This is an optimization exercise on Yosys and OpenROAD, whose aim is small area, a short achievable clock period and few clock cycles per item, not a production implementation. Function was checked by simulation only, so behaviour that the tests miss may differ from the original. Power and IR drop assume default switching activity.

## flow/design.v (module list and top-level ports; edited modules follow where they fit)
// module mult_unit: 979 lines
// module mu_fa: 4 lines
// module mu_pp_lo: 12 lines
// module mu_pp_hi: 13 lines
// module mu_ha: 4 lines
module mult_unit (
    input  logic        clk_i,
    input  logic        rst_ni,
    input  logic        start_i,
    input  logic [2:0]  op_type_i,
    input  logic [31:0] operand_a_i,
    input  logic [31:0] operand_b_i,
    output logic [31:0] result_o,
    output logic        done_o,
    output logic        exception_valid_o,
    output logic [31:0] exception_cause_o
);
  // ...
==> flow/flow/run.sh <==
#!/bin/bash
# The standard layout, with repair_timing asked for extra setup slack, plain port buffers
# and one tie cell for the constant outputs
bash standard.sh SETUP_SLACK_MARGIN=8.4 "BUFFER_PORTS_ARGS=-buffer_cell sky130_fd_sc_hd__buf_2" SKIP_REPAIR_TIE_FANOUT=1 finish > standard.log 2>&1
==> flow/standard.sh <==
#!/bin/bash
# synth_recipe.tcl (not shown) runs the flow's synth.tcl, then flattens the netlist and writes it again
# the make line also repeats each setting of config.mk as NAME=value (left out here)
make -C /OpenROAD-flow-scripts/flow DESIGN_CONFIG=/design/flow/config.mk WORK_HOME=/design/flow/orfs CLKGATE_MAP_FILE= SYNTH_SCRIPT=/design/flow/synth_recipe.tcl "${@:-finish}"
==> flow/config.mk <==
export PLATFORM = sky130hd
export DESIGN_NAME = mult_unit
export DESIGN_NICKNAME = mult_unit
export VERILOG_FILES = /design/flow/design.v
export SDC_FILE = /design/flow/constraint.sdc
export NUM_CORES = 4
export LEC_CHECK = 0
export ABC_AREA = 1
export CAP_MARGIN = 20
export CORE_MARGIN = 2
export CORE_UTILIZATION = 60
export CTS_BUF_LIST = sky130_fd_sc_hd__clkbuf_8
export CTS_CLUSTER_SIZE = 40
export SLEW_MARGIN = 20
export SYNTH_HIERARCHICAL = 1
export SYNTH_MINIMUM_KEEP_SIZE = 0
==> flow/constraint.sdc <==
create_clock -name core_clock -period 15.0 [get_ports {clk_i}]
set_input_delay 3.0000 -clock core_clock [delete_from_list [all_inputs] [get_ports {clk_i}]]
set_output_delay 3.0000 -clock core_clock [all_outputs]
set_load 0.01 [all_outputs]
==> flow_metrics.tcl, run 1 <==
set metrics [dict create \
    comb_power_share 0.819 \
    cts_hold_buffers 0 \
    cp.arrival_ps 7090 \
    portBuffers 102 \
    end_kind "flip-flop" \
    p_clk_uw 388 \
    synth.avg_cell_area_um2 9.80 \
    hold_class "in -> async" \
    buffers 245 \
    cp_num_cells 14 \
    hpwl_mm 66.4 \
    hold_viol_final 0 \
    status "finished clean" \
    wl_met3_mm 10.3 \
    setup_tns_ps 0 \
    pwr-share-seq 0.118 \
    async_flop_share 0.00769 \
    mostFrequentLayoutCell "xnor2_1" \
    n_all_inverters 231 \
    cts_tree "done" \
    path_cells "buf_2, buf_12, inv_1, nand3_1, nand2_4, clkinvlp_4, buf_4, o22ai_2, fa_1, fa_1, fa_1, fa_1, fa_1, fa_1" \
    gr-total-overflow 0 \
    cts.clk_slew.worst_paths_ps 90 \
    routedWlPerCell_um 27.9 \
    synth.distinct_cells 34 \
    power_frac_clock 0.063 \
    fin_crit_ps 6630 \
    layout_common_cells "xnor2_1 (512), fa_1 (486), o22ai_1 (473), inv_1 (192), dfxtp_1 (126)" \
    yosys-top-cells-area "fa_1 (38%), xnor2_1 (17%), o22ai_1 (12%), dfxtp_1 (9.9%), ha_1 (6.2%)" \
    syn-cell-area_um2 26200 \
]
Testbench counts, summed over its fixed seeds: cycles 1,608, ops 1,600.
==> inputs of run 2 (changes only) <==
==> flow/flow/run.sh (replaced) <==
#!/bin/bash
# The standard layout, with repair_timing asked for extra setup slack, plain port buffers
# and one tie cell for the constant outputs
bash standard.sh SETUP_SLACK_MARGIN=8.1 "BUFFER_PORTS_ARGS=-buffer_cell sky130_fd_sc_hd__buf_2" SKIP_REPAIR_TIE_FANOUT=1 finish > standard.log 2>&1
==> flow_metrics.tcl, run 2 <==
set metrics [dict create \
    drv_cap 0 \
    cts_made_buffers 17 \
    slew_viol_final 0 \
    dieHeight_um 213 \
    drc 0 \
    wirelength_mm 87.6 \
    track_usage 0.398 \
    synthAdderAreaFrac 0.444 \
    finalWorstSetupSlack_ps 8040 \
    p_per_area_nw_per_um2 213 \
    status "finished clean" \
    yosysTopAreaCell "fa_1" \
    ys_ff_latch 130 \
    grt.met2_usage 0.627 \
    first_global_vias 21600 \
    yosysSeqAreaShare 0.0996 \
    synth_top_family_by_area "adder cells" \
    min_period_over_period 0.464 \
    multi_input_area_um2 21600 \
    synth.avg_cell_area_um2 9.80 \
    synth_top_area_frac 0.383 \
    synth_warnings 7 \
    whs_ps 2200 \
    first_pass_iters 6 \
    vdd_drop_max_mv 0.224 \
    rows 76 \
    end_kind "flip-flop" \
    core_area_um2 43100 \
    drt_iter0_drc 2142 \
    synth.distinct_cells 34 \
    synth_edf_count 0 \
    vias_per_cell 6.47 \
    crit_start "operand_a_i[31]" \
    hpwl_mm 66.8 \
    p_leak_uw 0.0112 \
    yosys.area_share.simple 0.0408 \
    mostFrequentLayoutCell "xnor2_1" \
    fmax_mhz 144 \
    hold_viol_final 0 \
    cts.sinks 130 \
    gr-max-usage-layer "met2" \
    root_buffer "clkbuf_8" \
    largest_register_ffs 127 \
    cts_tree "done" \
    gp_congestion 0.961 \
    cts.clk_slew.worst_paths_ps 70 \
    gr-total-overflow 0 \
    tightestPinTransition_ps 1080 \
    dieArea_um2 45300 \
    start_util 0.607 \
    dieWidth_um 213 \
    dr_total_vias 20800 \
    setup.worst_path.class "in -> reg" \
    synth_commonest_cells "o22ai_1 (518), xnor2_1 (515), fa_1 (500)" \
    seq_area_um2 2610 \
    place_area_um2 26400 \
    fill_cells 3671 \
    post-place-ws_ps 6880 \
    portBuffers 102 \
    layout_common_cells "xnor2_1 (515), o22ai_1 (509), fa_1 (500), inv_1 (192), dfxtp_1 (129)" \
    use_met1 0.511 \
    h-tree-depth 4 \
    synth_ff_type "dfxtp_1" \
    regMostFlops "st_q" \
    setup_viol 0 \
    routedWlPerCell_um 27.2 \
    grt_pass1_wl_mm 130 \
    async_flop_share 0.00769 \
    grt_start_max_net_pins 39 \
    clockBufferDepth 2 \
    yosys-top-cells-area "fa_1 (38%), xnor2_1 (17%), o22ai_1 (12%), dfxtp_1 (9.9%), ha_1 (6.2%)" \
    syn_inst 2671 \
    worst_ep_required_time_ps 15430 \
    synth_compound_area_frac 0.147 \
    boundaryPins 136 \
    ant_nets 0 \
    drive_above_1_share 0.109 \
    nNetsFinal 3321 \
    fin_crit_ps 6960 \
    synthXorXnorAreaFrac 0.187 \
    relSlewSlack 0.269 \
    synth.most_common_cell "o22ai_1" \
    crit_fanout 19 \
    muxShareOfSynthArea 0 \
    met3_usage 0.0957 \
    rsz0062_at_grt "no" \
    syn-cell-area_um2 26200 \
    hold_class "in -> async" \
    grt_antenna_before_repair 2 \
    start_kind "primary input" \
    largestRegisters "st_q x127, sel_q x2, done_q x1" \
    final_design_area_no_fill_um2 27700 \
    syn_to_final_growth_pct 5.87 \
    setup_tns_ps 0 \
    cp.arrival_ps 7390 \
]
==> run 2: cell counts after synthesis <==
No cell type changed its count.
==> run 2: through the flow <==
step / power, uW / utilization / instances
finish: 5900 / 0.643 / 3219
global route: 6530 / 0.643 / 3218
CTS: 5880 / 0.628 / 3175
detailed placement: 5490 / 0.613 / 3135
global placement: 5350 / 0.613 / 3135
floorplan: 3850 / - / 2671
==> run 2: layout make-up <==
type	instances	share of cell area
Antenna cell	1	0.0000903
Clock buffer	18	0.00894
Clock inverter	12	0.00655
Inverter	215	0.0320
Multi-Input combinational cell	2060	0.779
Sequential cell	130	0.0941
Tap cell	585	0.0264
Timing Repair Buffer	193	0.0521
Timing Repair inverter	5	0.00108
==> run 2: layer usage <==
layer	routed length, um	part of all wire	up-vias
met5	30	0.00034	-
met4	4770	0.054	4
met3	8460	0.096	278
met2	40400	0.46	1159
met1	34000	0.39	10500
li1	-	-	8873
==> run 2: per-module statistics from Yosys, one instance, submodules excluded <==
module     flip-flops and latches  times used  area (um^2)
mu_ha                           0          41         12.5
mu_fa                           0         469         20.0
mult_unit                     130           1        16300
==> run 2: cell families after synthesis <==
family                   Yosys count
adder cells (fa/ha/maj)          629
other                              1
XOR/XNOR                         559
buffers and inverters            481
AND/OR/NAND/NOR                  257
flip-flops                       130
AO/OA/AOI/OAI                    614
==> run 2: report_power, final <==
part	total [uW]	switching, uW	internal (uW)	leakage, uW
clock network	347	163	184	0.000215
logic	4840	2770	2070	0.00984
registers	709	88.1	621	0.00110
total	5900	3020	2880	0.0112
==> run 2: worst paths after layout <==
check / end / slack [ps] / cells past startpoint
setup / recovery: st_q[90]$_DFF_P_ / 8040 / 10
hold / removal: done_q$_DFF_PN0_ / 2200 / 1
max in group asynchronous: done_q$_DFF_PN0_ / 12710 / 1
min in group core_clock: sel_q[1]$_DFF_P_ / 2540 / 1
==> run 2: worst max-delay path, stage by stage <==
cell and delay (ps):
clkbuf_4 290, o21ai_2 150, buf_4 370, xor2_1 540
o21bai_1 410, fa_1 560, fa_1 600, fa_1 460
fa_1 570, fa_1 420
==> run 2: what timing repair did <==
item / in CTS / in global routing
cloned: 4 / 3
hold buffers: 0 / 0
endpoints found under the setup margin: 64 / 46
gates resized for setup: 38 / 58
pin swaps: 0 / 0
setup buffers: 6 / 40
==> inputs of run 3 (changes only) <==
==> flow/flow/run.sh (replaced) <==
#!/bin/bash
# The standard layout, with repair_timing asked for extra setup slack, plain port buffers
# one tie cell for the constant outputs, and synthesis buffers removed before placement
bash standard.sh SETUP_SLACK_MARGIN=8.0 "BUFFER_PORTS_ARGS=-buffer_cell sky130_fd_sc_hd__buf_2" SKIP_REPAIR_TIE_FANOUT=1 REMOVE_ABC_BUFFERS=1 finish > standard.log 2>&1
--- a/flow/config.mk
+++ b/flow/config.mk
@@ -8,7 +8,7 @@
 export ABC_AREA = 1
 export CAP_MARGIN = 20
 export CORE_MARGIN = 2
-export CORE_UTILIZATION = 60
+export CORE_UTILIZATION = 50
 export CTS_BUF_LIST = sky130_fd_sc_hd__clkbuf_8
 export CTS_CLUSTER_SIZE = 40
 export SLEW_MARGIN = 20
==> flow_metrics.tcl, run 3 <==
set metrics [dict create \
    drv_cap 0 \
    routedWlPerCell_um 26.8 \
    finalPower_uw 5680 \
    start_util 0.508 \
    synth_top_area_frac 0.383 \
    yosysTopAreaCell "fa_1" \
    cp.arrival_ps 7370 \
    clockBufferDepth 2 \
    dieArea_um2 54200 \
    ant_nets 0 \
    synth_edf_count 0 \
    final_core_util 0.532 \
    drc 0 \
    setup_viol 0 \
    tightestPinTransition_ps 1030 \
    min_period_over_period 0.460 \
    p_per_area_nw_per_um2 207 \
    end_kind "flip-flop" \
    synth_ff_type "dfxtp_1" \
    gp_congestion 0.933 \
    nNetsFinal 3303 \
    crit_fanout 36 \
    cts_hold_buffers 0 \
    gr-total-overflow 0 \
    syn_inst 2671 \
    h-tree-depth 4 \
    synth_warnings 7 \
    portBuffers 102 \
    hold_viol_final 0 \
    cts.clk_slew.worst_paths_ps 100 \
    rsz0062_at_grt "yes" \
    p_leak_uw 0.0110 \
    first_global_vias 21500 \
    grt_pass1_wl_mm 133 \
    vdd_drop_max_mv 0.134 \
    largestRegisters "st_q x127, sel_q x2, done_q x1" \
    ys_ff_latch 130 \
    drt_iter0_drc 2412 \
    start_kind "primary input" \
    hpwl_mm 67.4 \
    core_area_um2 51500 \
    synth_commonest_cells "o22ai_1 (518), xnor2_1 (515), fa_1 (500)" \
    fmax_mhz 145 \
    hold_class "in -> async" \
    post-place-ws_ps 6730 \
    synth.most_common_cell "o22ai_1" \
    worst_ep_required_time_ps 15460 \
    relSlewSlack 0.307 \
    yosysSeqAreaShare 0.0996 \
    slew_viol_final 0 \
    vias_per_cell 6.29 \
    dr_total_vias 20700 \
    setup_tns_ps 0 \
    track_usage 0.337 \
    num_antenna_cells 0 \
    mostFrequentLayoutCell "o22ai_1" \
    syn-cell-area_um2 26200 \
    async_flop_share 0.00769 \
    setup.worst_path.class "in -> reg" \
    drive_above_1_share 0.0994 \
    yosys-top-cells-area "fa_1 (38%), xnor2_1 (17%), o22ai_1 (12%), dfxtp_1 (9.9%), ha_1 (6.2%)" \
    fin_crit_ps 6910 \
    status "finished clean" \
    synth.distinct_cells 34 \
    regMostFlops "st_q" \
    finalWorstSetupSlack_ps 8090 \
    cts.sinks 130 \
    syn_to_final_growth_pct 4.82 \
    cts_made_buffers 17 \
    grt_antenna_before_repair 1 \
    root_buffer "clkbuf_8" \
    largest_register_ffs 127 \
    cts_tree "done" \
    boundaryPins 136 \
    synth.avg_cell_area_um2 9.80 \
    first_pass_iters 7 \
    wirelength_mm 88.5 \
    grt_start_max_net_pins 39 \
    dieHeight_um 233 \
    dieWidth_um 233 \
    fill_cells 4736 \
    rows 83 \
    layout_common_cells "o22ai_1 (517), xnor2_1 (513), fa_1 (500), inv_1 (196)" \
]
-- run 3: cell counts after synthesis --
Identical to the previous run, type by type.
-- run 3: layer usage --
layer  track usage  vias to the layer above  part of all wire
met5             0                        -                 0
met4         0.143                        0             0.046
met3        0.0706                      270             0.091
met2         0.540                     1226              0.47
met1         0.443                    10400              0.40
li1              -                     8830                 -
-- run 3: kinds of logic after synthesis --
kind of cell / count (synthesis) / synth area share
and+or+nand+nor: 257 / 0.0408
DFF: 130 / 0.0996
other: 1 / 0.000143
xor gates and xnor gates: 559 / 0.187
buffers and inverters: 481 / 0.0814
AOI/OAI and AO/OA: 614 / 0.147
adders and majority gates: 629 / 0.444
-- run 3: where the power goes --
group | switching [uW] | internal (uW) | total, uW
Sequential | 90.3 | 621 | 711
Combinational | 2650 | 2000 | 4650
Clock | 172 | 148 | 320
Total | 2920 | 2770 | 5680
-- run 3: area by class of cell --
type                       count  area, um^2  share of cell area
timing repair inverter         8        42.5             0.00155
sequential                   130        2610              0.0951
inverter                     215         871              0.0318
tap                          680         851              0.0310
timing repair buffer         172        1160              0.0422
clock buffer                  17         234             0.00853
clock inverter                15         160             0.00584
multi-input combinational   2060       21500               0.784
-- run 3: per-module statistics from Yosys (local to each module, per instance) --
module | cells inside | flops+latches | cell area [um^2] | times used
mu_ha | 1 | 0 | 12.5 | 41
mu_fa | 1 | 0 | 20.0 | 469
mult_unit | 2161 | 130 | 16300 | 1
-- run 3: worst paths after layout --
path	startpoint	endpoint	slack [ps]	depth (start not counted)
min in group core_clock	op_type_i[2]	sel_q[1]$_DFF_P_	2530	1
max in group asynchronous	rst_ni	done_q$_DFF_PN0_	12720	1
setup / recovery	operand_b_i[17]	st_q[66]$_DFF_P_	8090	15
hold / removal	rst_ni	done_q$_DFF_PN0_	2190	1
-- run 3: repair_timing --
action | 4_1_cts | 5_1_grt
setup endpoints to repair | 66 | 64
cloned | 5 | 3
endpoints found under the hold margin | 0 | 0
resized for setup | 30 | 29
setup buffers | 1 | 21
-- run 3: through the flow --
step	std cells	cell area, um^2	hold WS [ps]
4_1_cts	3273	27100	2120
3_5_place_dp	3235	26600	2780
2_1_floorplan	2405	24800	2700
6_report	3297	27400	2190
3_3_place_gp	3235	26600	2780
5_1_grt	3297	27400	2160
-- run 3: worst max-delay path, cell delays in order --
cell and delay, ps:
buf_2 100, buf_8 320, inv_1 160, nor2_1 110
nand2_1 100, nand2_1 160, clkinvlp_4 110, buf_4 210
o22ai_1 270, fa_1 490, fa_1 520, fa_1 440
fa_1 410, fa_1 510, fa_1 400
==> inputs of run 4 (changes only) <==
--- a/flow/config.mk
+++ b/flow/config.mk
@@ -8,7 +8,7 @@
 export ABC_AREA = 1
 export CAP_MARGIN = 20
 export CORE_MARGIN = 2
-export CORE_UTILIZATION = 50
+export CORE_UTILIZATION = 60
 export CTS_BUF_LIST = sky130_fd_sc_hd__clkbuf_8
 export CTS_CLUSTER_SIZE = 40
 export SLEW_MARGIN = 20
==> flow_metrics.tcl, run 4 <==
set metrics [dict create \
    portBuffers 102 \
    syn_to_final_growth_pct 4.77 \
    crit_fanout 19 \
    worst_ep_required_time_ps 15440 \
    boundaryPins 136 \
    dieHeight_um 213 \
    drt_iter0_drc 2241 \
    synth_warnings 7 \
    cts_made_buffers 17 \
    core_area_um2 43100 \
    intPower_uw 2820 \
    nNetsFinal 3305 \
    grt_pass1_wl_mm 132 \
    final_design_area_no_fill_um2 27400 \
    synth.most_common_cell "o22ai_1" \
    largestRegisters "st_q x127, sel_q x2, done_q x1" \
    cts.clk_slew.worst_paths_ps 110 \
    synth_top_area_frac 0.383 \
    cts_tree "done" \
    ant_nets 0 \
    h-tree-depth 4 \
    dieArea_um2 45300 \
    place_area_um2 26400 \
    dr_total_vias 20800 \
    wirelength_mm 87.1 \
    end_kind "flip-flop" \
    p_sw_uw 3000 \
    power_frac_clock 0.059 \
    setup.worst_path.class "in -> reg" \
    start_util 0.607 \
    synth_ff_type "dfxtp_1" \
    post-place-ws_ps 6880 \
    setup_tns_ps 0 \
    layout_common_cells "xnor2_1 (513), o22ai_1 (512), fa_1 (500), inv_1 (198)" \
    synth.distinct_cells 34 \
    rsz0062_at_grt "yes" \
    routedWlPerCell_um 27.2 \
    cp.arrival_ps 7400 \
    p_per_area_nw_per_um2 212 \
    clockBufferDepth 2 \
    yosysSeqAreaShare 0.0996 \
    yosysTopAreaCell "fa_1" \
    multi_input_area_um2 21500 \
    root_buffer "clkbuf_8" \
    min_period_over_period 0.464 \
    drive_above_1_share 0.101 \
    syn-cell-area_um2 26200 \
    first_pass_iters 5 \
    dieWidth_um 213 \
    syn_inst 2671 \
    vdd_drop_max_mv 0.205 \
    synth_edf_count 0 \
    fill_cells 3672 \
    sw_frac_of_total 0.515 \
    slew_viol_final 0 \
    grt_antenna_before_repair 0 \
    hpwl_mm 64.7 \
    setup_viol 0 \
    grt_start_max_net_pins 39 \
    first_global_vias 21700 \
    mostFrequentLayoutCell "xnor2_1" \
    gp_congestion 0.984 \
    finalWorstSetupSlack_ps 8040 \
    fin_crit_ps 6960 \
    hold_viol_final 0 \
    hold_class "in -> async" \
    track_usage 0.401 \
    p_leak_uw 0.0110 \
    largest_register_ffs 127 \
    synth.avg_cell_area_um2 9.80 \
    status "finished clean" \
    synth_commonest_cells "o22ai_1 (518), xnor2_1 (515), fa_1 (500)" \
    async_flop_share 0.00769 \
    tightestPinTransition_ps 974 \
    relSlewSlack 0.347 \
    comb_power_share 0.820 \
    regMostFlops "st_q" \
    cts_hold_buffers 0 \
    ys_ff_latch 130 \
    yosys-top-cells-area "fa_1 (38%), xnor2_1 (17%), o22ai_1 (12%), dfxtp_1 (9.9%), ha_1 (6.2%)" \
    gr-total-overflow 0 \
    drc 0 \
    rows 76 \
    pwr-share-seq 0.122 \
    fmax_mhz 144 \
    seq_area_um2 2610 \
    cts.sinks 130 \
    start_kind "primary input" \
    vias_per_cell 6.49 \
    drv_cap 0 \
]
[run 4: changes by cell type in the layout (fill, tap and decap cells not counted), moves of 3 or more]
cell      previous run  this run
clkinv_4             4         1
buf_8                6         2
buf_12               3         8
o22ai_2              1         6
buf_4               55        49
o22ai_1            517       512
clkbuf_8            18        21
[run 4: power groups by stage]
stage	logic, uW	clock network [uW]	registers (uW)
6_report	4770	341	708
5_1_grt	5380	363	726
4_1_cts	4760	350	709
3_5_place_dp	4710	0	717
3_3_place_gp	4600	0	712
2_1_floorplan	3090	0	683
[run 4: worst max-delay path by stage]
stage / from / to / slack (ps) / cells past startpoint
4_1_cts: operand_b_i[3] / st_q[68]$_DFF_P_ / 7990 / 14
3_3_place_gp: operand_b_i[1] / st_q[68]$_DFF_P_ / 6920 / 11
5_1_grt: operand_b_i[11] / st_q[72]$_DFF_P_ / 7990 / 11
3_5_place_dp: operand_b_i[7] / st_q[72]$_DFF_P_ / 6880 / 11
2_1_floorplan: operand_b_i[0] / st_q[66]$_DFF_P_ / 7620 / 9
6_report: operand_a_i[31] / st_q[90]$_DFF_P_ / 8040 / 10
[run 4: cell type report]
type / count / share of cell area
flip-flops and latches: 130 / 0.0951
repair buffers: 171 / 0.0437
multi-input cells: 2060 / 0.785
inverters: 215 / 0.0316
diodes: 1 / 0.0000913
clock inverters: 14 / 0.00598
clock buffers: 18 / 0.00904
repair inverters: 11 / 0.00256
well taps: 585 / 0.0267
[run 4: cells by family after synthesis]
family / count (synthesis) / synth area share
adder cells (fa/ha/maj): 629 / 0.444
AO/OA/AOI/OAI: 614 / 0.147
XOR/XNOR: 559 / 0.187
buffers and inverters: 481 / 0.0814
AND/OR/NAND/NOR: 257 / 0.0408
flip-flops: 130 / 0.0996
other: 1 / 0.000143
[run 4: stage by stage]
stage	cells	hold slack (ps)	total power (uW)	utilization
final	3205	2220	5820	0.636
after global routing	3204	2190	6460	0.636
after CTS	3177	2170	5820	0.627
after detailed placement	3132	2780	5420	0.613
after global placement	3132	2770	5310	0.613
after floorplan	2405	2700	3770	-
[run 4: worst max-delay path, cell delays in order]
cell and delay, ps:
clkbuf_4 330, o21ai_2 150, buf_4 350, xor2_1 500
o21bai_1 390, fa_1 560, fa_1 580, fa_1 450
fa_1 610, fa_1 460
[run 4: modules after synthesis, one instance, submodules excluded]
module     cells inside  copies in the design
mu_ha                 1                    41
mu_fa                 1                   469
mult_unit          2161                     1
[run 4: what timing repair did]
action,in CTS,in global routing
pin swaps,0,0
endpoints found under the setup margin,47,63
hold endpoints to repair,0,0
buffers inserted,4,25
resized for setup,29,56
gates cloned,9,2
[run 4: routing by layer]
layer	track usage	wire [um]	vias up	part of all wire
li1	-	-	8832	-
met1	0.522	33700	10500	0.39
met2	0.623	39600	1243	0.46
met3	0.108	9200	273	0.11
met4	0.195	4580	0	0.053
met5	0	0	-	0
==> inputs of run 5 (changes only) <==
==> flow/flow/run.sh (replaced) <==
#!/bin/bash
# The standard layout, with: fanout-limited repair_design at placement, repair_timing asked
# for extra setup slack, plain port buffers and one tie cell for the constant outputs
bash standard.sh SETUP_SLACK_MARGIN=8.0 "BUFFER_PORTS_ARGS=-buffer_cell sky130_fd_sc_hd__buf_2" SKIP_REPAIR_TIE_FANOUT=1 PRE_RESIZE_TCL=$PWD/flow/fanout.tcl finish > standard.log 2>&1
==> flow/flow/fanout.tcl (new file) <==
# limit fanout for the placement-stage repair_design (buffer trees on the Booth select nets)
set_max_fanout 12 [current_design]
==> flow_metrics.tcl, run 5 <==
set metrics [dict create \
    hold_class "in -> async" \
    vias_per_cell 6.60 \
    hpwl_mm 83.1 \
    crit_fanout 12 \
    dr_total_vias 22400 \
    drc 0 \
    first_pass_iters 8 \
    dieHeight_um 213 \
    first_global_vias 23500 \
    min_period_over_period 0.472 \
    rsz0062_at_grt "yes" \
    ant_nets 0 \
    track_usage 0.450 \
    grt_start_max_net_pins 34 \
    nNetsFinal 3492 \
    gr-total-overflow 0 \
    setup_viol 0 \
    p_leak_uw 0.0121 \
    largest_register_ffs 127 \
    synth.most_common_cell "o22ai_1" \
    relSlewSlack 0.232 \
    wirelength_mm 98.3 \
    syn_inst 2671 \
    slew_viol_final 0 \
    ys_ff_latch 130 \
    routedWlPerCell_um 28.9 \
    cts_made_buffers 17 \
    fill_cells 3526 \
    drive_above_1_share 0.135 \
    hold_viol_final 0 \
    async_flop_share 0.00769 \
    synth_edf_count 0 \
    setup_tns_ps 0 \
    post-place-ws_ps 3560 \
    fin_crit_ps 7090 \
    p_per_area_nw_per_um2 205 \
    dieWidth_um 213 \
    boundaryPins 136 \
    mostFrequentLayoutCell "xnor2_1" \
    rows 76 \
    yosysSeqAreaShare 0.0996 \
    fmax_mhz 141 \
    tightestPinTransition_ps 1150 \
    finalWorstSetupSlack_ps 7910 \
    syn_to_final_growth_pct 11.6 \
    h-tree-depth 4 \
    synth.distinct_cells 34 \
    cts_tree "done" \
    yosys-top-cells-area "fa_1 (38%), xnor2_1 (17%), o22ai_1 (12%), dfxtp_1 (9.9%), ha_1 (6.2%)" \
    layout_common_cells "xnor2_1 (513), fa_1 (493), o22ai_1 (484), inv_1 (208)" \
    syn-cell-area_um2 26200 \
    largestRegisters "st_q x127, sel_q x2, done_q x1" \
    root_buffer "clkbuf_8" \
    vdd_drop_max_mv 0.262 \
    dieArea_um2 45300 \
    synth_ff_type "dfxtp_1" \
    yosysTopAreaCell "fa_1" \
    synth_commonest_cells "o22ai_1 (518), xnor2_1 (515), fa_1 (500)" \
    setup.worst_path.class "in -> reg" \
    core_area_um2 43100 \
    drt_iter0_drc 2656 \
    end_kind "flip-flop" \
    drv_cap 0 \
    synth.avg_cell_area_um2 9.80 \
    regMostFlops "st_q" \
    gp_congestion 0.961 \
    synth_top_area_frac 0.383 \
    cts.clk_slew.worst_paths_ps 80 \
    portBuffers 102 \
    start_kind "primary input" \
    worst_ep_required_time_ps 15450 \
    grt_pass1_wl_mm 145 \
    status "finished clean" \
    cp.arrival_ps 7540 \
    clockBufferDepth 2 \
    synth_warnings 7 \
    cts.sinks 130 \
    grt_antenna_before_repair 12 \
    start_util 0.607 \
]
## run 5: power by group
group          internal (uW)  switching (uW)
clock network            180             164
logic                   2110            2820
registers                621            86.8
## run 5: modules after synthesis, one instance, submodules excluded
module,cells inside,cell area (um^2),flip-flops and latches,times used
mult_unit,2161,16300,130,1
mu_ha,1,12.5,0,41
mu_fa,1,20.0,0,469
## run 5: routing by layer
layer | track usage | vias to the layer above | routed length [um]
li1 | - | 9224 | -
met1 | 0.561 | 11100 | 36000
met2 | 0.665 | 1640 | 42300
met3 | 0.154 | 454 | 12300
met4 | 0.296 | 14 | 7570
met5 | 0 | - | 102
## run 5: worst max path at each step
stage	startpoint	endpoint	slack [ps]	cells past startpoint
finish	operand_b_i[15]	st_q[76]$_DFF_P_	7910	17
global route	operand_b_i[15]	st_q[76]$_DFF_P_	7990	17
CTS	operand_b_i[15]	st_q[78]$_DFF_P_	7970	15
detailed placement	operand_b_i[19]	st_q[74]$_DFF_P_	3560	16
global placement	operand_b_i[19]	st_q[70]$_DFF_P_	6940	12
floorplan	operand_a_i[31]	st_q[72]$_DFF_P_	8180	11
## run 5: critical path: stages
cell      delay [ps]
buf_2             70
buf_4            170
clkbuf_4         240
inv_1            120
nor2_2           190
nand2_1          200
nand2_1          160
inv_1             50
buf_4            170
buf_4            190
o22ai_2          160
fa_1             470
fa_2             550
fa_1             430
fa_1             410
fa_1             510
fa_1             410
## run 5: per-stage QoR
step / hold slack [ps] / power, uW / util / instance area [um^2] / instances
2_1_floorplan: 2700 / 3850 / - / 26200 / 2671
3_3_place_gp: 2770 / 5350 / 0.613 / 26400 / 3135
3_5_place_dp: 2780 / 5600 / 0.665 / 28600 / 3357
4_1_cts: 2130 / 5960 / 0.674 / 29000 / 3391
5_1_grt: 2130 / 6580 / 0.678 / 29200 / 3391
6_report: 2180 / 5980 / 0.678 / 29200 / 3396
## run 5: kinds of logic after synthesis
logic type,Yosys count,synth area share
flip-flops,130,0.0996
AO/OA/AOI/OAI,614,0.147
buffers and inverters,481,0.0814
other,1,0.000143
XOR/XNOR,559,0.187
AND/OR/NAND/NOR,257,0.0408
adder cells (fa/ha/maj),629,0.444
## run 5: layout make-up
cell class | instances | area [um^2] | area share
multi-input combinational | 2060 | 21700 | 0.744
timing repair buffer | 369 | 2900 | 0.0993
inverter | 215 | 813 | 0.0278
sequential | 130 | 2610 | 0.0893
antenna | 5 | 12.5 | 0.000428
clock inverter | 15 | 193 | 0.00660
clock buffer | 17 | 234 | 0.00801
tap | 585 | 732 | 0.0251
## run 5: timing repair
action,4_1_cts,5_1_grt
gates resized for setup,661,133
cloned,0,0
setup endpoints to repair,123,69
hold buffers,0,0
pin swaps,1,3
hold endpoints to repair,0,0
setup buffers,2,0

## re-timing with driven ports
How much do the figures lean on ideal ports? The routed layouts below were timed once more, with nothing changed but the port constraints. Step 1, drivers: a clkbuf_16 drives clk_i and a buf_2 each remaining input, both assumed. Step 2, shift: input delay + t, output delay - t, t = (earliest + latest rising clock arrival at the registers) / 2. This alone moves slack from input paths to output paths. Three values: no drivers, after step 1, after step 2; two values: the first two.
run | t, ns | setup WS [ns] | pins driven straight from the clock port
run 1 | 0.621 | 8.366 / 8.362 / 7.784 | 1
run 2 | 0.612 | 8.041 / 8.078 / 7.466 | 1
run 3 | 0.617 | 8.093 / 8.125 / 7.507 | 1
run 4 | 0.602 | 8.045 / 8.080 / 7.478 | 1
run 5 | 0.631 | 7.913 / 7.950 / 7.318 | 1
After both steps setup and hold are still met in every run listed. For run 5, which loses most, drivers alone change the setup slack by +0.037 ns; drivers and shift together by -0.595 ns.
